This is an optimization exercise on Yosys and OpenROAD, whose aim is small area, not a production implementation. RTL that was checked went through simulation tests only; none was proved equivalent to the original.

==> inputs of run C <==
Design cordic_pipeline, start of the top module:
module cordic_pipeline(
    input  wire         clk,
    input  wire         rst,
    input  wire         valid_in,
    input  wire  signed [15:0] x_in,
    input  wire  signed [15:0] y_in,
    output reg   signed [15:0] magnitude,
    output reg          valid
);
==> flow/config.mk <==
export PLATFORM = sky130hd
export DESIGN_NAME = cordic_pipeline
export DESIGN_NICKNAME = cordic_pipeline
export VERILOG_FILES = /design/flow/design.v
export SDC_FILE = /design/flow/constraint.sdc
export NUM_CORES = 4
export LEC_CHECK = 0
export CAP_MARGIN = 20
export CORE_MARGIN = 2
export CORE_UTILIZATION = 60
export CTS_BUF_LIST = sky130_fd_sc_hd__clkbuf_8
export CTS_CLUSTER_DIAMETER = 60
export CTS_CLUSTER_SIZE = 20
export PLACE_DENSITY = 0.7
export SLEW_MARGIN = 20
export SYNTH_HIERARCHICAL = 1
export SYNTH_MINIMUM_KEEP_SIZE = 0
==> flow/constraint.sdc <==
create_clock -name core_clock -period 5.0 [get_ports {clk}]
set_input_delay 1.0000 -clock core_clock [delete_from_list [all_inputs] [get_ports {clk}]]
set_output_delay 1.0000 -clock core_clock [all_outputs]
set_load 0.01 [all_outputs]
standard.sh (not shown) runs the stock make flow with config.mk's settings and CLKGATE_MAP_FILE= SYNTH_SCRIPT=/design/flow/synth_recipe.tcl, a recipe that flattens the netlist after the stock synthesis.
==> flow/flow/run.sh <==
#!/bin/bash
set -euo pipefail
CTS="-sink_clustering_enable -repair_clock_nets -dont_use_dummy_load"
CTS="$CTS -buf_list sky130_fd_sc_hd__clkbuf_8 -sink_clustering_size 20 -sink_clustering_max_diameter 60"
bash standard.sh "CTS_ARGS=$CTS" "BUFFER_PORTS_ARGS=-buffer_cell sky130_fd_sc_hd__buf_1" finish > flow_make.log 2>&1
==> run M (differences from run C) <==
--- a/flow/config.mk
+++ b/flow/config.mk
@@ -7,11 +7,11 @@
 export LEC_CHECK = 0
 export CAP_MARGIN = 20
 export CORE_MARGIN = 2
-export CORE_UTILIZATION = 60
+export CORE_UTILIZATION = 72
 export CTS_BUF_LIST = sky130_fd_sc_hd__clkbuf_8
 export CTS_CLUSTER_DIAMETER = 60
 export CTS_CLUSTER_SIZE = 20
-export PLACE_DENSITY = 0.7
+export PLACE_DENSITY = 0.82
 export SLEW_MARGIN = 20
 export SYNTH_HIERARCHICAL = 1
 export SYNTH_MINIMUM_KEEP_SIZE = 0
==> run K (differences from run C) <==
==> flow/flow/run.sh (replaced) <==
#!/bin/bash
set -euo pipefail
CTS="-sink_clustering_enable -repair_clock_nets -dont_use_dummy_load"
CTS="$CTS -buf_list sky130_fd_sc_hd__clkbuf_8 -sink_clustering_size 20 -sink_clustering_max_diameter 60"
bash standard.sh "CTS_ARGS=$CTS" "BUFFER_PORTS_ARGS=-buffer_cell sky130_fd_sc_hd__buf_1" RECOVER_POWER=100 finish > flow_make.log 2>&1
==> summary.txt <==
Non-clock buffer count: run K is higher than run M (1).
Hold slack: run K < run C < run M.
Register-to-register slack: run M < run K < run C.
Critical path depth is the same in run M and run K.
Clock skew: run K is higher than run M (17 ps).
The highest design area belongs to run C, the lowest to run M.
Between run K and run C, the lower setup slack is in run C (gap 5.4 ps).
The highest core utilization belongs to run M, the lowest to run K.
In fmax, run K and run M hardly differ.
==> figures <==
item                                                              run C       run M       run K
Global-route met1 utilization                                     22.6%       27.9%       22.6%
Quantity of gates resized following cts                              18          17          18
Placed cells                                                      2,387       2,314       2,387
Share of cell area taken by multi-input logic gates               53.5%       53.8%       53.5%
Hold Crit Start                                                   vp[6]       vp[9]       vp[6]
Final Wtd Congestion                                              0.833       0.846       0.833
Outcome                                        timing/DRC/antenna clean  timing/DRC/antenna clean  timing/DRC/antenna clean
Global-route track usage on met2                                  37.4%       46.7%       37.4%
Initial cell density of the core                                  60.5%       72.7%       60.5%
Fraction of layout instances using a drive strength above 1       10.6%       10.7%       10.1%
Layout Utilization                                                66.2%       79.1%       66.1%
Number of vias after detailed routing                            12,400      12,500      12,400
Number of placement rows                                             70          64          70
Area share of buffers outside the clock network                   3.78%       3.95%       3.77%
Worst R2R Setup Slack                                            170 ps      110 ps      130 ps
Worst-case hold path end point                                    vp[7]      vp[10]       vp[7]
First-pass GRT wire length                                    60,900 um   61,700 um   60,900 um

* * *

==> trial 87 <==
cordic_pipeline, a different RTL version from the one above (not shown whole).
==> flow/config.mk <==
export PLATFORM = sky130hd
export DESIGN_NAME = cordic_pipeline
export DESIGN_NICKNAME = cordic_pipeline
export VERILOG_FILES = /design/flow/design.v
export SDC_FILE = /design/flow/constraint.sdc
export NUM_CORES = 4
export LEC_CHECK = 0
export ABC_AREA = 1
export CAP_MARGIN = 20
export CORE_MARGIN = 2
export CORE_UTILIZATION = 70
export CTS_BUF_LIST = sky130_fd_sc_hd__clkbuf_8
export CTS_CLUSTER_DIAMETER = 60
export CTS_CLUSTER_SIZE = 20
export PLACE_DENSITY = 0.8
export SLEW_MARGIN = 20
export SYNTH_HIERARCHICAL = 1
export SYNTH_MINIMUM_KEEP_SIZE = 0
==> flow/constraint.sdc <==
create_clock -name core_clock -period 5.0 [get_ports {clk}]
set_input_delay 1.0000 -clock core_clock [delete_from_list [all_inputs] [get_ports {clk}]]
set_output_delay 1.0000 -clock core_clock [all_outputs]
set_load 0.01 [all_outputs]
==> flow/flow/run.sh <==
#!/bin/bash
set -euo pipefail
CTS="-sink_clustering_enable -repair_clock_nets -dont_use_dummy_load"
CTS="$CTS -buf_list sky130_fd_sc_hd__clkbuf_8 -sink_clustering_size 20 -sink_clustering_max_diameter 60"
bash standard.sh "CTS_ARGS=$CTS" "BUFFER_PORTS_ARGS=-buffer_cell sky130_fd_sc_hd__buf_1" RECOVER_POWER=100 finish > flow_make.log 2>&1
==> build 84: changes against trial 87 <==
- CORE_UTILIZATION: 70 -> 60
- PLACE_DENSITY: 0.8 -> 0.7
==> summary of the runs <==
- Via count: build 84 is smaller than trial 87 (1.7%).
- Flip-flop and latch count is the same in build 84 and trial 87.
- Maximum frequency: trial 87 is smaller than build 84 (0.32%).
- Register-to-register slack: build 84 is better than trial 87 (0.02 ns).
- Against build 84, the die area of trial 87 is lower by 14%.
- In trial 87 the worst setup slack is worse than in build 84, by 0.016 ns.
- In trial 87 the non-clock buffer count is higher than in build 84, by 3.

* * *

==> job 8470 <==
cordic_pipeline, a different RTL version from the one above (not shown whole).
export LEC_CHECK = 0
export ABC_AREA = 1
export CAP_MARGIN = 20
export CORE_MARGIN = 2
export CORE_UTILIZATION = 60
export CTS_BUF_LIST = sky130_fd_sc_hd__clkbuf_8
export CTS_CLUSTER_DIAMETER = 60
export CTS_CLUSTER_SIZE = 20
export PLACE_DENSITY = 0.7
export SLEW_MARGIN = 20
export SYNTH_HIERARCHICAL = 1
export SYNTH_MINIMUM_KEEP_SIZE = 0
create_clock -name core_clock -period 5.0 [get_ports {clk}]
Scripts as last shown in full above: flow/flow/run.sh
==> inputs of job 7702, as changes to job 8470 <==
--- a/flow/design.v
+++ b/flow/design.v
@@ -1519,18 +1519,16 @@
     end endgenerate
     wire [14:0] xn15h = x14[15:1] ^ ({15{e15}} & ones15);
     wire [15:0] xn15 = {xn15h, 1'b0};
     reg [12:0] vp;
     always @(posedge clk) begin
-        magnitude <= {xn15[15], xn15[15:1]};
-        if (rst) begin
-            vp <= 13'd0;
-            valid <= 1'b0;
-        end else begin
-            vp <= {vp[11:0], valid_in};
-            valid <= vp[12];
-        end
+        if (rst) vp <= 13'd0;
+        else     vp <= {vp[11:0], valid_in};
+    end
+    always @(*) begin
+        magnitude = {xn15[15], xn15[15:1]};
+        valid = vp[12];
     end
 endmodule
 module cordic_fa(input wire a, input wire b, input wire c, output wire s, output wire co);
     assign s  = a ^ b ^ c;
     assign co = (a & b) | (c & (a ^ b));
==> results.py <==
metrics = {
    "global_route": {
        "grtUsageTotal_pct": 20.13,
        "globalRouteMet3Util_pct": 2.630,
    },
    "critical_path": {
        "worstPathArrival_ns": 5.16,
    },
    "finish": {
        "final.fill_count": 2970,
        "buffer_area_share_pct": 0.8618,
        "fin_util_pct": 63.60,
    },
    "placement": {
        "place_area_um2": 22770,
    },
    "synth": {
        "seq_area_frac_synth_pct": 38.78,
    },
    "status": {
        "status": "timing/DRC/antenna clean",
    },
    "routing": {
        "routedWlPerCell_um": 13.82,
    },
}
That was job 7702.
==> results.py <==
metrics = {
    "status": {
        "status": "timing/DRC/antenna clean",
    },
    "critical_path": {
        "worstPathArrival_ns": 5.17,
    },
    "finish": {
        "fin_util_pct": 64.11,
        "final.fill_count": 2944,
        "buffer_area_share_pct": 0.8807,
    },
    "global_route": {
        "globalRouteMet3Util_pct": 2.470,
        "grtUsageTotal_pct": 19.74,
    },
    "routing": {
        "routedWlPerCell_um": 13.71,
    },
    "synth": {
        "syn_nets": 2499,
        "seq_area_frac_synth_pct": 39.53,
        "synth_adder_area_share_pct": 28.32,
    },
    "clock_tree": {
        "cts_tree": "built",
    },
    "placement": {
        "routabilityCongestion": 0.8408,
    },
}
That was job 8470.

* * *

==> job 5535 <==
cordic_pipeline, a different RTL version from the one above (not shown whole).
Settings: LEC_CHECK=0, ABC_AREA=1, CAP_MARGIN=20, CORE_MARGIN=2, CORE_UTILIZATION=60, CTS_BUF_LIST=sky130_fd_sc_hd__clkbuf_8, CTS_CLUSTER_DIAMETER=60, CTS_CLUSTER_SIZE=20, PLACE_DENSITY=0.7, SLEW_MARGIN=20, SYNTH_HIERARCHICAL=1, SYNTH_MINIMUM_KEEP_SIZE=0; clock period 5.0 ns.
Scripts as last shown in full above: flow/flow/run.sh
==> job 5873 (differences from job 5535) <==
--- a/flow/design.v
+++ b/flow/design.v
@@ -1464,64 +1464,52 @@
     wire ad27P5 = ad27p[9] & ad27p[8];
     wire ad27G6 = ad27g[11] | (ad27p[11] & ad27g[10]);
     wire ad27P6 = ad27p[11] & ad27p[10];
     wire ad27G7 = ad27g[13] | (ad27p[13] & ad27g[12]);
     wire ad27P7 = ad27p[13] & ad27p[12];
     wire ad27G8 = ad27g[15] | (ad27p[15] & ad27g[14]);
     wire ad27P8 = ad27p[15] & ad27p[14];
-    wire ad27G9 = ad27g[2] | (ad27p[2] & ad27G1);
-    wire ad27G10 = ad27G2 | (ad27P2 & ad27G1);
-    wire ad27G11 = ad27g[6] | (ad27p[6] & ad27G3);
-    wire ad27P11 = ad27p[6] & ad27P3;
-    wire ad27G12 = ad27G4 | (ad27P4 & ad27G3);
-    wire ad27P12 = ad27P4 & ad27P3;
-    wire ad27G13 = ad27g[10] | (ad27p[10] & ad27G5);
-    wire ad27P13 = ad27p[10] & ad27P5;
-    wire ad27G14 = ad27G6 | (ad27P6 & ad27G5);
-    wire ad27P14 = ad27P6 & ad27P5;
-    wire ad27G15 = ad27g[14] | (ad27p[14] & ad27G7);
-    wire ad27P15 = ad27p[14] & ad27P7;
-    wire ad27G16 = ad27G8 | (ad27P8 & ad27G7);
-    wire ad27P16 = ad27P8 & ad27P7;
-    wire ad27G17 = ad27g[4] | (ad27p[4] & ad27G10);
-    wire ad27G18 = ad27G3 | (ad27P3 & ad27G10);
-    wire ad27G19 = ad27G11 | (ad27P11 & ad27G10);
-    wire ad27G20 = ad27G12 | (ad27P12 & ad27G10);
-    wire ad27G21 = ad27g[12] | (ad27p[12] & ad27G14);
-    wire ad27P21 = ad27p[12] & ad27P14;
-    wire ad27G22 = ad27G7 | (ad27P7 & ad27G14);
-    wire ad27P22 = ad27P7 & ad27P14;
-    wire ad27G23 = ad27G15 | (ad27P15 & ad27G14);
-    wire ad27P23 = ad27P15 & ad27P14;
-    wire ad27G24 = ad27G16 | (ad27P16 & ad27G14);
-    wire ad27P24 = ad27P16 & ad27P14;
-    wire ad27G25 = ad27g[8] | (ad27p[8] & ad27G20);
-    wire ad27G26 = ad27G5 | (ad27P5 & ad27G20);
-    wire ad27G27 = ad27G13 | (ad27P13 & ad27G20);
-    wire ad27G28 = ad27G14 | (ad27P14 & ad27G20);
-    wire ad27G29 = ad27G21 | (ad27P21 & ad27G20);
-    wire ad27G30 = ad27G22 | (ad27P22 & ad27G20);
-    wire ad27G31 = ad27G23 | (ad27P23 & ad27G20);
-    wire ad27G32 = ad27G24 | (ad27P24 & ad27G20);
+    wire ad27G9 = ad27G2 | (ad27P2 & ad27G1);
+    wire ad27G10 = ad27G4 | (ad27P4 & ad27G3);
+    wire ad27P10 = ad27P4 & ad27P3;
+    wire ad27G11 = ad27G6 | (ad27P6 & ad27G5);
+    wire ad27P11 = ad27P6 & ad27P5;
+    wire ad27G12 = ad27G8 | (ad27P8 & ad27G7);
+    wire ad27P12 = ad27P8 & ad27P7;
+    wire ad27G13 = ad27G10 | (ad27P10 & ad27G9);
+    wire ad27G14 = ad27G12 | (ad27P12 & ad27G11);
+    wire ad27P14 = ad27P12 & ad27P11;
+    wire ad27G15 = ad27G14 | (ad27P14 & ad27G13);
+    wire ad27G16 = ad27G11 | (ad27P11 & ad27G13);
+    wire ad27G17 = ad27G3 | (ad27P3 & ad27G9);
+    wire ad27G18 = ad27G5 | (ad27P5 & ad27G13);
+    wire ad27G19 = ad27G7 | (ad27P7 & ad27G16);
+    wire ad27G20 = ad27g[2] | (ad27p[2] & ad27G1);
+    wire ad27G21 = ad27g[4] | (ad27p[4] & ad27G9);
+    wire ad27G22 = ad27g[6] | (ad27p[6] & ad27G17);
+    wire ad27G23 = ad27g[8] | (ad27p[8] & ad27G13);
+    wire ad27G24 = ad27g[10] | (ad27p[10] & ad27G18);
+    wire ad27G25 = ad27g[12] | (ad27p[12] & ad27G16);
+    wire ad27G26 = ad27g[14] | (ad27p[14] & ad27G19);
     assign ad27c[1] = (ad27g[0] | (ad27p[0] & ad27c[0]));
     assign ad27c[2] = ad27G1;
-    assign ad27c[3] = ad27G9;
-    assign ad27c[4] = ad27G10;
-    assign ad27c[5] = ad27G17;
-    assign ad27c[6] = ad27G18;
-    assign ad27c[7] = ad27G19;
-    assign ad27c[8] = ad27G20;
-    assign ad27c[9] = ad27G25;
-    assign ad27c[10] = ad27G26;
-    assign ad27c[11] = ad27G27;
-    assign ad27c[12] = ad27G28;
-    assign ad27c[13] = ad27G29;
-    assign ad27c[14] = ad27G30;
-    assign ad27c[15] = ad27G31;
-    assign ad27c[16] = ad27G32;
+    assign ad27c[3] = ad27G20;
+    assign ad27c[4] = ad27G9;
+    assign ad27c[5] = ad27G21;
+    assign ad27c[6] = ad27G17;
+    assign ad27c[7] = ad27G22;
+    assign ad27c[8] = ad27G13;
+    assign ad27c[9] = ad27G23;
+    assign ad27c[10] = ad27G18;
+    assign ad27c[11] = ad27G24;
+    assign ad27c[12] = ad27G16;
+    assign ad27c[13] = ad27G25;
+    assign ad27c[14] = ad27G19;
+    assign ad27c[15] = ad27G26;
+    assign ad27c[16] = ad27G15;
     wire [15:0] ad27 = ad27p ^ ad27c[15:0];
     wire [15:0] w14 = ad27;
     wire u14b = w14[14] ^ ~w14[15];
     wire s14 = w14[15] ^ ~rs12;
     wire e15 = (x14[0] & ~u14b) | (x14[0] & s14) | (~u14b & s14);
     wire [14:0] ones15;   
     assign ones15[0] = 1'b1;
==> flow/flow/run.sh (replaced) <==
#!/bin/bash
set -euo pipefail
CTS="-sink_clustering_enable -repair_clock_nets -dont_use_dummy_load"
CTS="$CTS -buf_list sky130_fd_sc_hd__clkbuf_4 -sink_clustering_size 12 -sink_clustering_max_diameter 45"
bash standard.sh "CTS_ARGS=$CTS" "BUFFER_PORTS_ARGS=-buffer_cell sky130_fd_sc_hd__buf_1" RECOVER_POWER=100 finish > flow_make.log 2>&1
==> summary of the runs <==
Against job 5873, the first-iteration DRC count of job 5535 is smaller by about 28%.
In sequential cell count, job 5535 and job 5873 do not differ.
In job 5535 the synthesized cell count is smaller than in job 5873, by about 4%.
Against job 5535, the setup slack of job 5873 is better by 0.082 ns.
In job 5873 the critical path depth is lower than in job 5535, by 8.
Between job 5873 and job 5535, the lower routed wire length is in job 5535 (gap about 0.7%, measured against job 5535).
No functional check of the RTL was part of job 5535.

[port drivers added, routing unchanged]
How much do the figures lean on ideal ports? The routed layouts below were timed once more, with nothing changed but the port constraints. Step 1 assumes that a clkbuf_16 drives the clock port and a buf_2 every other input. Step 2 adds t to the input delays and takes it off the output delays; t is the mean of the earliest and latest rising clock arrival at the registers after step 1. Input paths then give back, and output paths get back, about the clock's delay inside the block. a / b / c = ideal ports / drivers / drivers and shift; a / b = the first two.
run	t, ns	slack for setup (ns)	worst setup path at the end	slew at the worst register clock pin (ns)	pins driven straight from the clock port
run C	0.589	0.084 / 0.036 / 0.149	input to register	0.12 / 0.12	1
run M	0.637	0.082 / 0.034 / 0.045	input to register	0.12 / 0.12	1
run K	0.590	0.090 / 0.041 / 0.126	register to register	0.12 / 0.12	1
trial 87	0.621	0.176 / 0.176 / 0.124	input to register	0.12 / 0.12	1
build 84	0.574	0.191 / 0.191 / 0.165	input to register	0.12 / 0.12	1
job 8470	0.582	0.237 / 0.237 / 0.086	input to register	0.11 / 0.11	1
job 7702	0.579	0.234 / 0.234 / 0.116	input to register	0.11 / 0.11	1
job 5535	0.585	0.140 / 0.140 / -0.130	input to register	0.12 / 0.12	1
job 5873	0.724	0.222 / 0.222 / 0.134	input to register	0.12 / 0.12	1
With both steps, setup timing fails in job 5535, where it was met with ideal ports. For job 5535, which loses most, drivers alone change the setup slack by 0.000 ns; drivers and shift together by -0.270 ns.
